This design comes from an exercise in tuning for small area, a short achievable clock period and few clock cycles on the open sky130 flow, not from production work. No run shown here included a check of the RTL's function; only the layout flow was run.

==> design/flow/design.v <==
module CORDIC #(parameter integer W = 32)
(
    input wire clk,
    input wire start,
    input wire signed [31:0] x,
    input wire signed [31:0] y,
    output wire signed [W-1:0]phi,
    output wire done
);
reg [31:0] xr;
reg [31:0] yr;
reg [31:0] z;
reg [4:0] cnt;
reg dn;
reg [0:0] b27;   
reg [2:0] ff;
reg [1:0] c0;
wire d = yr[31];
wire [31:0] xs, ys, xn, yn, zn;
cordic_shr u_shx (.a(yr), .s({cnt[4:1], c0[0]}), .o(xs));
cordic_shr u_shy (.a(xr), .s({cnt[4:1], ~c0[1]}), .o(ys));
cordic_addsub u_addx (.a(xr), .b(xs), .inv(d), .o(xn));
cordic_addsub u_addy (.a(yr), .b(ys), .inv(~d), .o(yn));
wire [31:0] za;
cordic_ztab u_tab (.i(cnt), .d(d), .dn(dn), .o(za));
cordic_add u_addz (.a(z), .b(za), .o(zn));
wire b26 = ~d;
wire [2:0] fnext;
assign fnext[0] = z[4] & (b26 ? (~z[5] & (&z[10:6])) : (&z[10:5]));
assign fnext[1] = z[4] & (b26 ? (~z[5] & (&z[17:6])) : (&z[17:5]));
assign fnext[2] = z[4] & (b26 ? (~z[5] & (&z[24:6])) : (&z[24:5]));
cordic_fin u_fin (.a(z), .b(b27), .f(ff), .o(phi));
assign done = dn;
always @(posedge clk) begin
    if (start) begin
        xr  <= x;
        yr  <= y;
        z   <= 32'h906dfdfb;
    end else begin
        xr  <= xn;
        yr  <= yn;
        z   <= zn;
    end
    if (start) begin
        cnt <= 5'd0;
        dn  <= 1'b0;
        c0[0] <= 1'b0;
        c0[1] <= 1'b1;
    end else if (!dn) begin
        cnt <= cnt + 5'd1;
        dn  <= (cnt == 5'd26);
        b27 <= {~yn[31]};
        c0[0] <= ~c0[0];
        c0[1] <= ~c0[1];
        if (cnt == 5'd26) ff <= fnext;
    end
end
endmodule
module cordic_shr (input wire [31:0] a, input wire [4:0] s, output wire [31:0] o);
wire [31:0] l0;
cordic_shl0 u_l0 (.a(a), .s(s[0]), .o(l0));
wire [31:0] l1;
cordic_shl1 u_l1 (.a(l0), .s(s[1]), .o(l1));
wire [31:0] l2;
cordic_shl2 u_l2 (.a(l1), .s(s[2]), .o(l2));
wire [31:0] l3;
cordic_shl3 u_l3 (.a(l2), .s(s[3]), .o(l3));
wire [31:0] l4;
cordic_shl4 u_l4 (.a(l3), .s(s[4]), .o(l4));
assign o = l4;
endmodule
module cordic_shl0 (input wire [31:0] a, input wire s, output wire [31:0] o);
assign o = s ? {{1{a[31]}}, a[31:1]} : a;
endmodule
module cordic_shl1 (input wire [31:0] a, input wire s, output wire [31:0] o);
assign o = s ? {{2{a[31]}}, a[31:2]} : a;
endmodule
module cordic_shl2 (input wire [31:0] a, input wire s, output wire [31:0] o);
assign o = s ? {{4{a[31]}}, a[31:4]} : a;
endmodule
module cordic_shl3 (input wire [31:0] a, input wire s, output wire [31:0] o);
assign o = s ? {{8{a[31]}}, a[31:8]} : a;
endmodule
module cordic_shl4 (input wire [31:0] a, input wire s, output wire [31:0] o);
assign o = s ? {{16{a[31]}}, a[31:16]} : a;
endmodule
module cordic_addsub (input wire [31:0] a, input wire [31:0] b, input wire inv, output wire [31:0] o);
wire [31:0] ax;
cordic_xor u_x (.a(a), .s(inv), .o(ax));
wire [31:0] p, g;
cordic_pgx u_pg (.a(a), .ax(ax), .b(b), .cin(inv), .p(p), .g(g));
cordic_pfx u_pfx (.p(p), .g(g), .cin(inv), .o(o));
endmodule
module cordic_xor (input wire [31:0] a, input wire s, output wire [31:0] o);
assign o = a ^ {32{s}};
endmodule
module cordic_pgx (input wire [31:0] a, input wire [31:0] ax, input wire [31:0] b, input wire cin, output wire [31:0] p, output wire [31:0] g);
assign p = ax ^ b;
wire [31:0] g1 = a & ~p;
assign g = {g1[31:1], g1[0] | (p[0] & cin)};
endmodule
module cordic_pfx_l0 (input wire [31:0] gi, input wire [31:0] pi, output wire [15:0] go, output wire [15:0] po);
assign go[0] = ~(gi[1] | (pi[1] & gi[0]));
assign po[0] = 1'b0;
assign go[1] = ~(gi[3] | (pi[3] & gi[2]));
assign po[1] = ~(pi[3] & pi[2]);
assign go[2] = ~(gi[5] | (pi[5] & gi[4]));
assign po[2] = ~(pi[5] & pi[4]);
assign go[3] = ~(gi[7] | (pi[7] & gi[6]));
assign po[3] = ~(pi[7] & pi[6]);
assign go[4] = ~(gi[9] | (pi[9] & gi[8]));
assign po[4] = ~(pi[9] & pi[8]);
assign go[5] = ~(gi[11] | (pi[11] & gi[10]));
assign po[5] = ~(pi[11] & pi[10]);
assign go[6] = ~(gi[13] | (pi[13] & gi[12]));
assign po[6] = ~(pi[13] & pi[12]);
assign go[7] = ~(gi[15] | (pi[15] & gi[14]));
assign po[7] = ~(pi[15] & pi[14]);
assign go[8] = ~(gi[17] | (pi[17] & gi[16]));
assign po[8] = ~(pi[17] & pi[16]);
assign go[9] = ~(gi[19] | (pi[19] & gi[18]));
assign po[9] = ~(pi[19] & pi[18]);
assign go[10] = ~(gi[21] | (pi[21] & gi[20]));
assign po[10] = ~(pi[21] & pi[20]);
assign go[11] = ~(gi[23] | (pi[23] & gi[22]));
assign po[11] = ~(pi[23] & pi[22]);
assign go[12] = ~(gi[25] | (pi[25] & gi[24]));
assign po[12] = ~(pi[25] & pi[24]);
assign go[13] = ~(gi[27] | (pi[27] & gi[26]));
assign po[13] = ~(pi[27] & pi[26]);
assign go[14] = ~(gi[29] | (pi[29] & gi[28]));
assign po[14] = ~(pi[29] & pi[28]);
assign go[15] = ~(gi[31] | (pi[31] & gi[30]));
assign po[15] = ~(pi[31] & pi[30]);
endmodule
module cordic_pfx_l1 (input wire [23:0] gi, input wire [23:0] pi, output wire [15:0] go, output wire [15:0] po);
assign go[0] = ~(gi[1] | (pi[1] & ~gi[0]));
assign po[0] = 1'b0;
assign go[1] = (~gi[2] | (~pi[2] & ~gi[0]));
assign po[1] = 1'b0;
assign go[2] = ~(gi[4] | (pi[4] & ~gi[3]));
assign po[2] = ~(pi[4] & ~pi[3]);
assign go[3] = (~gi[5] | (~pi[5] & ~gi[3]));
assign po[3] = (~pi[5] & ~pi[3]);
assign go[4] = ~(gi[7] | (pi[7] & ~gi[6]));
assign po[4] = ~(pi[7] & ~pi[6]);
assign go[5] = (~gi[8] | (~pi[8] & ~gi[6]));
assign po[5] = (~pi[8] & ~pi[6]);
assign go[6] = ~(gi[10] | (pi[10] & ~gi[9]));
assign po[6] = ~(pi[10] & ~pi[9]);
assign go[7] = (~gi[11] | (~pi[11] & ~gi[9]));
assign po[7] = (~pi[11] & ~pi[9]);
assign go[8] = ~(gi[13] | (pi[13] & ~gi[12]));
assign po[8] = ~(pi[13] & ~pi[12]);
assign go[9] = (~gi[14] | (~pi[14] & ~gi[12]));
assign po[9] = (~pi[14] & ~pi[12]);
assign go[10] = ~(gi[16] | (pi[16] & ~gi[15]));
assign po[10] = ~(pi[16] & ~pi[15]);
assign go[11] = (~gi[17] | (~pi[17] & ~gi[15]));
assign po[11] = (~pi[17] & ~pi[15]);
assign go[12] = ~(gi[19] | (pi[19] & ~gi[18]));
assign po[12] = ~(pi[19] & ~pi[18]);
assign go[13] = (~gi[20] | (~pi[20] & ~gi[18]));
assign po[13] = (~pi[20] & ~pi[18]);
assign go[14] = ~(gi[22] | (pi[22] & ~gi[21]));
assign po[14] = ~(pi[22] & ~pi[21]);
assign go[15] = (~gi[23] | (~pi[23] & ~gi[21]));
assign po[15] = (~pi[23] & ~pi[21]);
endmodule
module cordic_pfx_l2 (input wire [19:0] gi, input wire [19:0] pi, output wire [15:0] go, output wire [15:0] po);
assign go[0] = ~(gi[1] | (pi[1] & gi[0]));
assign po[0] = 1'b0;
assign go[1] = (~gi[2] | (~pi[2] & gi[0]));
assign po[1] = 1'b0;
assign go[2] = (~gi[3] | (~pi[3] & gi[0]));
assign po[2] = 1'b0;
assign go[3] = ~(gi[4] | (pi[4] & gi[0]));
assign po[3] = 1'b0;
assign go[4] = ~(gi[6] | (pi[6] & gi[5]));
assign po[4] = ~(pi[6] & pi[5]);
assign go[5] = (~gi[7] | (~pi[7] & gi[5]));
assign po[5] = (~pi[7] & pi[5]);
assign go[6] = (~gi[8] | (~pi[8] & gi[5]));
assign po[6] = (~pi[8] & pi[5]);
assign go[7] = ~(gi[9] | (pi[9] & gi[5]));
assign po[7] = ~(pi[9] & pi[5]);
assign go[8] = ~(gi[11] | (pi[11] & gi[10]));
assign po[8] = ~(pi[11] & pi[10]);
assign go[9] = (~gi[12] | (~pi[12] & gi[10]));
assign po[9] = (~pi[12] & pi[10]);
assign go[10] = (~gi[13] | (~pi[13] & gi[10]));
assign po[10] = (~pi[13] & pi[10]);
assign go[11] = ~(gi[14] | (pi[14] & gi[10]));
assign po[11] = ~(pi[14] & pi[10]);
assign go[12] = ~(gi[16] | (pi[16] & gi[15]));
assign po[12] = ~(pi[16] & pi[15]);
assign go[13] = (~gi[17] | (~pi[17] & gi[15]));
assign po[13] = (~pi[17] & pi[15]);
assign go[14] = (~gi[18] | (~pi[18] & gi[15]));
assign po[14] = (~pi[18] & pi[15]);
assign go[15] = ~(gi[19] | (pi[19] & gi[15]));
assign po[15] = ~(pi[19] & pi[15]);
endmodule
module cordic_pfx_l3 (input wire [17:0] gi, input wire [17:0] pi, output wire [15:0] go, output wire [15:0] po);
assign go[0] = ~(gi[1] | (pi[1] & ~gi[0]));
assign po[0] = 1'b0;
assign go[1] = (~gi[2] | (~pi[2] & ~gi[0]));
assign po[1] = 1'b0;
assign go[2] = (~gi[3] | (~pi[3] & ~gi[0]));
assign po[2] = 1'b0;
assign go[3] = ~(gi[4] | (pi[4] & ~gi[0]));
assign po[3] = 1'b0;
assign go[4] = (~gi[5] | (~pi[5] & ~gi[0]));
assign po[4] = 1'b0;
assign go[5] = ~(gi[6] | (pi[6] & ~gi[0]));
assign po[5] = 1'b0;
assign go[6] = ~(gi[7] | (pi[7] & ~gi[0]));
assign po[6] = 1'b0;
assign go[7] = (~gi[8] | (~pi[8] & ~gi[0]));
assign po[7] = 1'b0;
assign go[8] = ~(gi[10] | (pi[10] & ~gi[9]));
assign po[8] = ~(pi[10] & ~pi[9]);
assign go[9] = (~gi[11] | (~pi[11] & ~gi[9]));
assign po[9] = (~pi[11] & ~pi[9]);
assign go[10] = (~gi[12] | (~pi[12] & ~gi[9]));
assign po[10] = (~pi[12] & ~pi[9]);
assign go[11] = ~(gi[13] | (pi[13] & ~gi[9]));
assign po[11] = ~(pi[13] & ~pi[9]);
assign go[12] = (~gi[14] | (~pi[14] & ~gi[9]));
assign po[12] = (~pi[14] & ~pi[9]);
assign go[13] = ~(gi[15] | (pi[15] & ~gi[9]));
assign po[13] = ~(pi[15] & ~pi[9]);
assign go[14] = ~(gi[16] | (pi[16] & ~gi[9]));
assign po[14] = ~(pi[16] & ~pi[9]);
assign go[15] = (~gi[17] | (~pi[17] & ~gi[9]));
assign po[15] = (~pi[17] & ~pi[9]);
endmodule
module cordic_pfx_l4 (input wire [16:0] gi, input wire [16:0] pi, output wire [15:0] go, output wire [15:0] po);
assign go[0] = ~(gi[1] | (pi[1] & gi[0]));
assign po[0] = 1'b0;
assign go[1] = (~gi[2] | (~pi[2] & gi[0]));
assign po[1] = 1'b0;
assign go[2] = (~gi[3] | (~pi[3] & gi[0]));
assign po[2] = 1'b0;
assign go[3] = ~(gi[4] | (pi[4] & gi[0]));
assign po[3] = 1'b0;
assign go[4] = (~gi[5] | (~pi[5] & gi[0]));
assign po[4] = 1'b0;
assign go[5] = ~(gi[6] | (pi[6] & gi[0]));
assign po[5] = 1'b0;
assign go[6] = ~(gi[7] | (pi[7] & gi[0]));
assign po[6] = 1'b0;
assign go[7] = (~gi[8] | (~pi[8] & gi[0]));
assign po[7] = 1'b0;
assign go[8] = (~gi[9] | (~pi[9] & gi[0]));
assign po[8] = 1'b0;
assign go[9] = ~(gi[10] | (pi[10] & gi[0]));
assign po[9] = 1'b0;
assign go[10] = ~(gi[11] | (pi[11] & gi[0]));
assign po[10] = 1'b0;
assign go[11] = (~gi[12] | (~pi[12] & gi[0]));
assign po[11] = 1'b0;
assign go[12] = ~(gi[13] | (pi[13] & gi[0]));
assign po[12] = 1'b0;
assign go[13] = (~gi[14] | (~pi[14] & gi[0]));
assign po[13] = 1'b0;
assign go[14] = (~gi[15] | (~pi[15] & gi[0]));
assign po[14] = 1'b0;
assign go[15] = ~(gi[16] | (pi[16] & gi[0]));
assign po[15] = 1'b0;
endmodule
module cordic_pfx_s (input wire [31:0] p, input wire [30:0] c, input wire cin, output wire [31:0] o);
assign o[0] = p[0] ^ cin;
assign o[1] = p[1] ^ c[0];
assign o[2] = p[2] ^ ~c[1];
assign o[3] = p[3] ^ ~c[2];
assign o[4] = p[4] ^ c[3];
assign o[5] = p[5] ^ ~c[4];
assign o[6] = p[6] ^ c[5];
assign o[7] = p[7] ^ c[6];
assign o[8] = p[8] ^ ~c[7];
assign o[9] = p[9] ^ ~c[8];
assign o[10] = p[10] ^ c[9];
assign o[11] = p[11] ^ c[10];
assign o[12] = p[12] ^ ~c[11];
assign o[13] = p[13] ^ c[12];
assign o[14] = p[14] ^ ~c[13];
assign o[15] = p[15] ^ ~c[14];
assign o[16] = p[16] ^ c[15];
assign o[17] = p[17] ^ ~c[16];
assign o[18] = p[18] ^ c[17];
assign o[19] = p[19] ^ c[18];
assign o[20] = p[20] ^ ~c[19];
assign o[21] = p[21] ^ c[20];
assign o[22] = p[22] ^ ~c[21];
assign o[23] = p[23] ^ ~c[22];
assign o[24] = p[24] ^ c[23];
assign o[25] = p[25] ^ c[24];
assign o[26] = p[26] ^ ~c[25];
assign o[27] = p[27] ^ ~c[26];
assign o[28] = p[28] ^ c[27];
assign o[29] = p[29] ^ ~c[28];
assign o[30] = p[30] ^ c[29];
assign o[31] = p[31] ^ c[30];
endmodule
module cordic_pfx (input wire [31:0] p, input wire [31:0] g, input wire cin, output wire [31:0] o);
wire [15:0] G0, P0;
cordic_pfx_l0 u_l0 (.gi({g[31], g[30], g[29], g[28], g[27], g[26], g[25], g[24], g[23], g[22], g[21], g[20], g[19], g[18], g[17], g[16], g[15], g[14], g[13], g[12], g[11], g[10], g[9], g[8], g[7], g[6], g[5], g[4], g[3], g[2], g[1], g[0]}), .pi({p[31], p[30], p[29], p[28], p[27], p[26], p[25], p[24], p[23], p[22], p[21], p[20], p[19], p[18], p[17], p[16], p[15], p[14], p[13], p[12], p[11], p[10], p[9], p[8], p[7], p[6], p[5], p[4], p[3], p[2], p[1], p[0]}), .go(G0), .po(P0));
wire [15:0] G1, P1;
cordic_pfx_l1 u_l1 (.gi({G0[15], g[30], G0[14], G0[13], g[26], G0[12], G0[11], g[22], G0[10], G0[9], g[18], G0[8], G0[7], g[14], G0[6], G0[5], g[10], G0[4], G0[3], g[6], G0[2], G0[1], g[2], G0[0]}), .pi({P0[15], p[30], P0[14], P0[13], p[26], P0[12], P0[11], p[22], P0[10], P0[9], p[18], P0[8], P0[7], p[14], P0[6], P0[5], p[10], P0[4], P0[3], p[6], P0[2], P0[1], p[2], P0[0]}), .go(G1), .po(P1));
wire [15:0] G2, P2;
cordic_pfx_l2 u_l2 (.gi({G1[15], G1[14], G0[14], g[28], G1[13], G1[11], G1[10], G0[10], g[20], G1[9], G1[7], G1[6], G0[6], g[12], G1[5], G1[3], G1[2], G0[2], g[4], G1[1]}), .pi({P1[15], P1[14], P0[14], p[28], P1[13], P1[11], P1[10], P0[10], p[20], P1[9], P1[7], P1[6], P0[6], p[12], P1[5], P1[3], P1[2], P0[2], p[4], P1[1]}), .go(G2), .po(P2));
wire [15:0] G3, P3;
cordic_pfx_l3 u_l3 (.gi({G2[15], G2[14], G2[13], G2[12], G1[13], G1[12], G0[12], g[24], G2[11], G2[7], G2[6], G2[5], G2[4], G1[5], G1[4], G0[4], g[8], G2[3]}), .pi({P2[15], P2[14], P2[13], P2[12], P1[13], P1[12], P0[12], p[24], P2[11], P2[7], P2[6], P2[5], P2[4], P1[5], P1[4], P0[4], p[8], P2[3]}), .go(G3), .po(P3));
wire [15:0] G4, P4;
cordic_pfx_l4 u_l4 (.gi({G3[15], G3[14], G3[13], G3[12], G3[11], G3[10], G3[9], G3[8], G2[11], G2[10], G2[9], G2[8], G1[9], G1[8], G0[8], g[16], G3[7]}), .pi({P3[15], P3[14], P3[13], P3[12], P3[11], P3[10], P3[9], P3[8], P2[11], P2[10], P2[9], P2[8], P1[9], P1[8], P0[8], p[16], P3[7]}), .go(G4), .po(P4));
cordic_pfx_s u_s (.p(p), .c({G4[14], G4[13], G4[12], G4[11], G4[10], G4[9], G4[8], G4[7], G4[6], G4[5], G4[4], G4[3], G4[2], G4[1], G4[0], G3[7], G3[6], G3[5], G3[4], G3[3], G3[2], G3[1], G3[0], G2[3], G2[2], G2[1], G2[0], G1[1], G1[0], G0[0], g[0]}), .cin(cin), .o(o));
endmodule
module cordic_add (input wire [31:0] a, input wire [31:0] b, output wire [31:0] o);
wire [31:0] p, g;
cordic_pgz u_pg (.a(a), .b(b), .p(p), .g(g));
cordic_pfx u_pfx (.p(p), .g(g), .cin(1'b0), .o(o));
endmodule
module cordic_pgz (input wire [31:0] a, input wire [31:0] b, output wire [31:0] p, output wire [31:0] g);
assign p = a ^ b;
assign g = a & b;
endmodule
module cordic_ztab (input wire [4:0] i, input wire d, input wire dn, output wire [31:0] o);
wire [31:0] t =
    ({32{i == 5'd0}} & 32'h6487ed52) |
    ({32{i == 5'd1}} & 32'h3b58ce0a) |
    ({32{i == 5'd2}} & 32'h1f5b75fa) |
    ({32{i == 5'd3}} & 32'h0feadd4e) |
    ({32{i == 5'd4}} & 32'h07fd56ee) |
    ({32{i == 5'd5}} & 32'h03ffaab8) |
    ({32{i == 5'd6}} & 32'h01fff556) |
    ({32{i == 5'd7}} & 32'h00fffeaa) |
    ({32{i == 5'd8}} & 32'h007fffd6) |
    ({32{i == 5'd9}} & 32'h003ffffa) |
    ({32{i == 5'd10}} & 32'h00200000) |
    ({32{i == 5'd11}} & 32'h00100000) |
    ({32{i == 5'd12}} & 32'h00080000) |
    ({32{i == 5'd13}} & 32'h00040000) |
    ({32{i == 5'd14}} & 32'h00020000) |
    ({32{i == 5'd15}} & 32'h00010000) |
    ({32{i == 5'd16}} & 32'h00008000) |
    ({32{i == 5'd17}} & 32'h00004000) |
    ({32{i == 5'd18}} & 32'h00002000) |
    ({32{i == 5'd19}} & 32'h00001000) |
    ({32{i == 5'd20}} & 32'h00000800) |
    ({32{i == 5'd21}} & 32'h00000400) |
    ({32{i == 5'd22}} & 32'h00000200) |
    ({32{i == 5'd23}} & 32'h00000100) |
    ({32{i == 5'd24}} & 32'h00000080) |
    ({32{i == 5'd25}} & 32'h00000040) |
    ({32{i == 5'd26}} & 32'h00000020);
assign o = (d | dn) ? 32'h0 : t;
endmodule
module cordic_fin (input wire [31:0] a, input wire b, input wire [2:0] f, output wire [31:0] o);
assign o[3:0] = a[3:0];
wire c0 = b;
assign o[4] = a[4] ^ c0;
assign o[5] = a[5] ^ (c0 & (&a[4:4]));
assign o[6] = a[6] ^ (c0 & (&a[5:4]));
assign o[7] = a[7] ^ (c0 & (&a[6:4]));
assign o[8] = a[8] ^ (c0 & (&a[7:4]));
assign o[9] = a[9] ^ (c0 & (&a[8:4]));
assign o[10] = a[10] ^ (c0 & (&a[9:4]));
wire c1 = (b & f[0]);
assign o[11] = a[11] ^ c1;
assign o[12] = a[12] ^ (c1 & (&a[11:11]));
assign o[13] = a[13] ^ (c1 & (&a[12:11]));
assign o[14] = a[14] ^ (c1 & (&a[13:11]));
assign o[15] = a[15] ^ (c1 & (&a[14:11]));
assign o[16] = a[16] ^ (c1 & (&a[15:11]));
assign o[17] = a[17] ^ (c1 & (&a[16:11]));
wire c2 = (b & f[1]);
assign o[18] = a[18] ^ c2;
assign o[19] = a[19] ^ (c2 & (&a[18:18]));
assign o[20] = a[20] ^ (c2 & (&a[19:18]));
assign o[21] = a[21] ^ (c2 & (&a[20:18]));
assign o[22] = a[22] ^ (c2 & (&a[21:18]));
assign o[23] = a[23] ^ (c2 & (&a[22:18]));
assign o[24] = a[24] ^ (c2 & (&a[23:18]));
wire c3 = (b & f[2]);
assign o[25] = a[25] ^ c3;
assign o[26] = a[26] ^ (c3 & (&a[25:25]));
assign o[27] = a[27] ^ (c3 & (&a[26:25]));
assign o[28] = a[28] ^ (c3 & (&a[27:25]));
assign o[29] = a[29] ^ (c3 & (&a[28:25]));
assign o[30] = a[30] ^ (c3 & (&a[29:25]));
assign o[31] = a[31] ^ (c3 & (&a[30:25]));
endmodule
==> design/flow/run.sh <==
#!/bin/bash
# synth_recipe.tcl (not shown) runs the flow's synth.tcl, then flattens the netlist and writes it again
# the make line also repeats each setting of config.mk as NAME=value (left out here)
make -C /OpenROAD-flow-scripts/flow DESIGN_CONFIG=/design/flow/config.mk WORK_HOME=/design/flow/orfs CLKGATE_MAP_FILE= SYNTH_SCRIPT=/design/flow/synth_recipe.tcl finish
==> design/flow/config.mk <==
export PLATFORM = sky130hd
export DESIGN_NAME = CORDIC
export DESIGN_NICKNAME = CORDIC
export VERILOG_FILES = /design/flow/design.v
export SDC_FILE = /design/flow/constraint.sdc
export NUM_CORES = 4
export LEC_CHECK = 0
export ABC_AREA = 1
export CAP_MARGIN = 20
export CORE_MARGIN = 2
export CORE_UTILIZATION = 40
export SETUP_SLACK_MARGIN = 4
export SLEW_MARGIN = 20
export SYNTH_HIERARCHICAL = 1
export SYNTH_MINIMUM_KEEP_SIZE = 0
==> design/flow/constraint.sdc <==
create_clock -name core_clock -period 7.5 [get_ports {clk}]
set_input_delay 1.5000 -clock core_clock [delete_from_list [all_inputs] [get_ports {clk}]]
set_output_delay 1.5000 -clock core_clock [all_outputs]
set_load 0.01 [all_outputs]
==> results of run 1 <==
-- worst max path at each step --
stage,start,end,slack [ns],depth (start not counted)
after floorplan,cnt[1]$_SDFFE_PP0N_,yr[20]$_DFF_P_,4.09,24
after global placement,c0[0]$_SDFFE_PP0N_,xr[27]$_DFF_P_,2.96,26
after detailed placement,c0[0]$_SDFFE_PP0N_,xr[26]$_DFF_P_,2.92,26
after CTS,b27$_DFFE_PP_,phi[12],3.87,5
after global routing,c0[1]$_SDFFE_PP1N_,yr[31]$_DFF_P_,3.95,27
final,b27$_DFFE_PP_,phi[5],4.04,5
-- stage by stage --
| step | hold slack (ns) | setup slack (ns) | area (µm²) | instances |
|---|---|---|---|---|
| final | 0.492 | 4.04 | 18700 | 3951 |
| after global routing | 0.520 | 3.95 | 18700 | 3951 |
| after CTS | 0.556 | 3.87 | 17800 | 3903 |
| after detailed placement | 0.464 | 2.92 | 17200 | 3870 |
| after global placement | 0.452 | 2.96 | 17200 | 3870 |
| after floorplan | 0.434 | 4.09 | 16500 | 3348 |
-- layer usage --
metal / GRT usage (%) / part of all wire, % / vias up
met3: 3.45 / 5.0 / 43
met5: 0 / 0 / -
li1: - / - / 9892
met4: 4.81 / 1.7 / 0
met1: 30.9 / 50 / 7693
met2: 34.9 / 43 / 366
-- state kept, by name, indices dropped and copies added, names as in the netlist --
name and count:
b27 1, c0 2, cnt 5, dn 1, ff 3, xr 32, yr 32, z 32
-- cell type report --
type	instances	area [µm²]	share of cell area, %
clock inverters	7	48.8	0.261
flip-flops and latches	108	2230	11.9
clock buffers	9	225	1.21
inverters	572	2230	11.9
repair buffers	172	1700	9.08
multi-input cells	2547	11600	61.9
repair inverters	4	31.3	0.167
well taps	532	666	3.56
-- timing repair --
item	in CTS	in global routing
cloned	4	7
hold buffers	0	0
gates resized for setup	81	140
pin swaps	6	29
endpoints found under the setup margin	103	77
setup buffers	13	41
==> flow_summary.toml, run 1 <==
[status]
status = "complete, no violations"

[detailed_routing]
first_pass_iters = 6
routedWlPerCell_um = 12.1
antenna_left = 0
drc = 0
wirelength_mm = 47.8
via_per_inst = 4.55
num_vias = 18000
drt_iter0_markers = 1258

[setup_path]
cp.arrival_ns = 1.96
start_kind = "flip-flop"
cpMostUsedCell = "buf_4"
slowest_delay_ns = 0.56
worst-setup-path-type = "reg -> out"
critPathCaptureType = "output port"
cp_cell_sequence = "buf_4 -> buf_4 -> ha_1 -> xor2_1 -> clkdlybuf4s50_1"
reg2reg_depth = 16
slowest_stage = "clkdlybuf4s50_1"
r2r_start = "yr[31]$_DFF_P_"
crit_fanout = 5
cp_num_buf_inv = 3
crit-reg2reg-capture = "z[22]$_SDFF_PP1_"
required_ns = 6.00
cpLargestDelayFamily = "buffers and inverters"
ff2ff_setup_slack_ns = 4.19

[sta]
finClkSkew_ns = 0.0165
hold_viol_final = 0
setup-violations-final = 0
report.final.slew_viol_count = 0
fin_tns_setup_ns = 0
rsz0062_at_grt = "yes"
fin_crit_ns = 3.46
fin_crit_sh_pct = 46.1
slew_headroom_pct = 51.9
fmax_mhz = 289
worst-slew-pin-transition_ns = 0.721

[layout]
nNetsFinal = 3518
final_core_util_pct = 45.9
drive_gt1_share_pct = 12.7
layout_common_cells = "1850 x nand2_1, 544 x inv_1, 214 x nor2_1"
final_common_cell = "nand2_1"
area_growth_syn_to_layout_pct = 13.6
fillerInstances = 4586
antenna_cells = 0

[cts]
cts_tree = "yes"
h-tree-depth = 3
clkSinkCount = 108
clock_path_buffers = 2
clk_pin_slew_ns = 0.08
cts-root-buf = "clkbuf_16"
clk_latency_ns = 0.41
cts_buffers = 9

[floorplan]
die-area_um2 = 42800
fp.dieH_um = 207
core-area_um2 = 40700
ios = 99
rows = 74
die_w_um = 207
start_util_pct = 40.4

[min_path]
whs_path_depth = 1
min_to = "cnt[3]$_SDFFE_PP0N_"
hold_class = "reg -> reg"
hp-start = "cnt[3]$_SDFFE_PP0N_"

[flow_run]
cap_violations = 0

[synth]
synth_area_um2 = 16500
synth_cells = 3346
avgSynthCellArea_um2 = 4.92
yosysWarnings = 7

[global_route]
grt_max_degree = 56
overflow = 0
antenna_found_initial = 0
grt_usage_pct = 21.9
grt_pass1_vias = 15100
grt_pass1_wl_mm = 75.7

[placement]
portBuffers = 98
gp_congestion = 0.942
place_hpwl_mm = 34.5
==> inputs of run 2 (changes only) <==
--- a/design/flow/config.mk
+++ b/design/flow/config.mk
@@ -5,7 +5,7 @@
 export SDC_FILE = /design/flow/constraint.sdc
 export NUM_CORES = 4
 export LEC_CHECK = 0
-export ABC_AREA = 1
+export ABC_AREA = 0
 export CAP_MARGIN = 20
 export CORE_MARGIN = 2
 export CORE_UTILIZATION = 40
==> run 2 against run 1 <==
  * Largest cell class unchanged
  * Critical path type is now reg -> reg
  * Worst hold slack improved by 0.13 ns
  * Utilization rose by 3.6 points
  * Wire length decreased by 20%
==> flow_summary.toml, run 2 <==
[sta]
finClkSkew_ns = 0.0152
setup-violations-final = 0
worst-slew-pin-transition_ns = 0.722
rsz0062_at_grt = "yes"
report.final.slew_viol_count = 0
fin_tns_setup_ns = 0
fin_crit_sh_pct = 54.0
hold-worst-slack_ns = 0.623
fin_crit_ns = 4.05
fmax_mhz = 247
slew_headroom_pct = 51.9
hold_viol_final = 0

[layout]
final_common_cell = "mux2_2"
layout_common_cells = "323 x mux2_2, 145 x xor2_1, 103 x nor2_1"
antenna_cells = 0
nNetsFinal = 1778
drive_gt1_share_pct = 43.8
area_growth_syn_to_layout_pct = 21.1
stdcell_count = 2134
top_regs = "xr: 32 flops, yr: 32 flops, z: 32 flops"

[global_route]
grt_usage_pct = 20.3
gr-usage-met1_pct = 26.0
busiest_layer = "met2"
overflow = 0
antenna_found_initial = 0
grt_pass1_vias = 11000
grt_util_met2_pct = 35.4
use_met3_pct = 2.71
grt_max_degree = 73
grt_pass1_wl_mm = 59.0

[min_path]
hold_class = "reg -> reg"

[status]
status = "complete, no violations"

[floorplan]
core-area_um2 = 34700
rows = 68
ios = 99
die-area_um2 = 37000
die_w_um = 192
start_util_pct = 40.8
fp.dieH_um = 192

[detailed_routing]
routedWlPerCell_um = 17.9
wirelength_mm = 38.2
drt_iter0_markers = 661
antenna_left = 0
drc = 0
via_per_inst = 5.24
num_vias = 11200
first_pass_iters = 8

[setup_path]
cp_cell_sequence = "buf_12 -> buf_16 -> mux2_4 -> mux2_4 -> mux2_4 -> mux2_4 -> mux2_4 -> xor2_4 -> mux2_4 -> a21oi_4 -> o21ai_4 -> a21oi_4 -> o21ai_4 -> buf_12 -> buf_6 -> a21oi_4 -> xnor2_1 -> mux2_4"
cpMostUsedCell = "mux2_4"
slowest_delay_ns = 0.37
slowest_stage = "dfxtp_4"
required_ns = 7.78
critPathCaptureType = "flip-flop"
start_kind = "flip-flop"
cp.arrival_ns = 4.33
worst-setup-path-type = "reg -> reg"
crit_fanout = 8
cpLargestDelayFamily = "multiplexers"
cp_num_buf_inv = 4

[cts]
clkSinkCount = 108
clock_path_buffers = 2
clk_pin_slew_ns = 0.08
h-tree-depth = 3
cts_buffers = 9
cts_tree = "yes"
clk_latency_ns = 0.39
cts-root-buf = "clkbuf_16"

[synth]
avgSynthCellArea_um2 = 8.89
yosysWarnings = 7
synth_area_um2 = 14200
synth_cells = 1594

[placement]
portBuffers = 98
placedCellCount = 2067
place_hpwl_mm = 26.8
gp_congestion = 0.877

[flow_run]
cap_violations = 0
-- run 2: path summary, 6_finish.rpt --
kind | from | endpoint | slack (ns) | cells after the start
setup / recovery | c0[0]$_SDFFE_PP0N_ | xr[29]$_DFF_P_ | 3.45 | 18
hold / removal | dn$_SDFF_PP0_ | dn$_SDFF_PP0_ | 0.62 | 2
setup reg to reg | c0[0]$_SDFFE_PP0N_ | xr[29]$_DFF_P_ | 3.45 | 18
hold reg to reg | dn$_SDFF_PP0_ | dn$_SDFF_PP0_ | 0.62 | 2
-- run 2: layout make-up --
type	count	area [µm²]
inverter	118	505
tap	455	569
timing repair buffer	154	1700
clock inverter	5	46.3
sequential	108	2230
clock buffer	11	243
timing repair inverter	1	11.3
fill	3246	17500
multi-input combinational	1282	11900
-- run 2: timing repair --
| item | CTS | global route |
|---|---|---|
| cloned | 3 | 0 |
| resized for setup | 120 | 90 |
| setup endpoints to repair | 113 | 89 |
| hold buffers | 0 | 0 |
| endpoints found under the hold margin | 0 | 0 |
| buffers inserted | 31 | 17 |
| pin swaps | 15 | 15 |
-- run 2: stage by stage --
| stage | setup WS [ns] | util (%) | cell area [µm²] |
|---|---|---|---|
| global route | 3.35 | 49.4 | 17200 |
| global placement | 2.69 | 43.7 | 15200 |
| floorplan | 3.64 | - | 14400 |
| CTS | 3.49 | 47.6 | 16500 |
| finish | 3.45 | 49.4 | 17200 |
| detailed placement | 2.70 | 43.7 | 15200 |
-- run 2: worst register-to-register path, stage by stage (launching register included) --
cell     delay, ns
dfxtp_4       0.37
buf_12        0.13
buf_16        0.14
mux2_4        0.32
mux2_4        0.28
mux2_4        0.28
mux2_4        0.29
mux2_4        0.29
xor2_4        0.16
mux2_4        0.34
a21oi_4       0.18
o21ai_4       0.08
a21oi_4       0.22
o21ai_4       0.08
buf_12        0.16
buf_6         0.13
a21oi_4       0.13
xnor2_1       0.08
mux2_4        0.27
-- run 2: layer usage --
layer / share of wire, % / vias to the layer above / wire, µm
met5: 0 / - / 0
met4: 2.3 / 0 / 869
met3: 3.1 / 44 / 1200
met2: 49 / 190 / 18700
met1: 46 / 5387 / 17500
li1: - / 5561 / -

==> separate check: timing with driven ports <==
Ports are ideal in the flow. The routed layouts listed here were re-timed in OpenROAD. Step 1 (the two cells are an assumption about what drives the block):
set clk [get_ports {clk}]
set_driving_cell -lib_cell sky130_fd_sc_hd__clkbuf_16 $clk
set_driving_cell -lib_cell sky130_fd_sc_hd__buf_2 [delete_from_list [all_inputs] $clk]
Step 2 moves the port delays by t, midway between the first and last clock arrival at a register: inputs arrive t later, outputs are due t later. That takes back most of the time a late clock gives input paths. a / b / c = ideal / step 1 / step 2; a / b = the first two.
run	shift t [ns]	slack for setup (ns)	hold WS [ns]	worst data-port slew with drivers (ns)
run 1	0.453	4.043 / 3.988 / 4.076	0.492 / 0.492 / 0.492	0.05
run 2	0.435	3.449 / 3.449 / 3.449	0.623 / 0.623 / 0.623	0.04
After both steps every run listed still meets setup and hold.
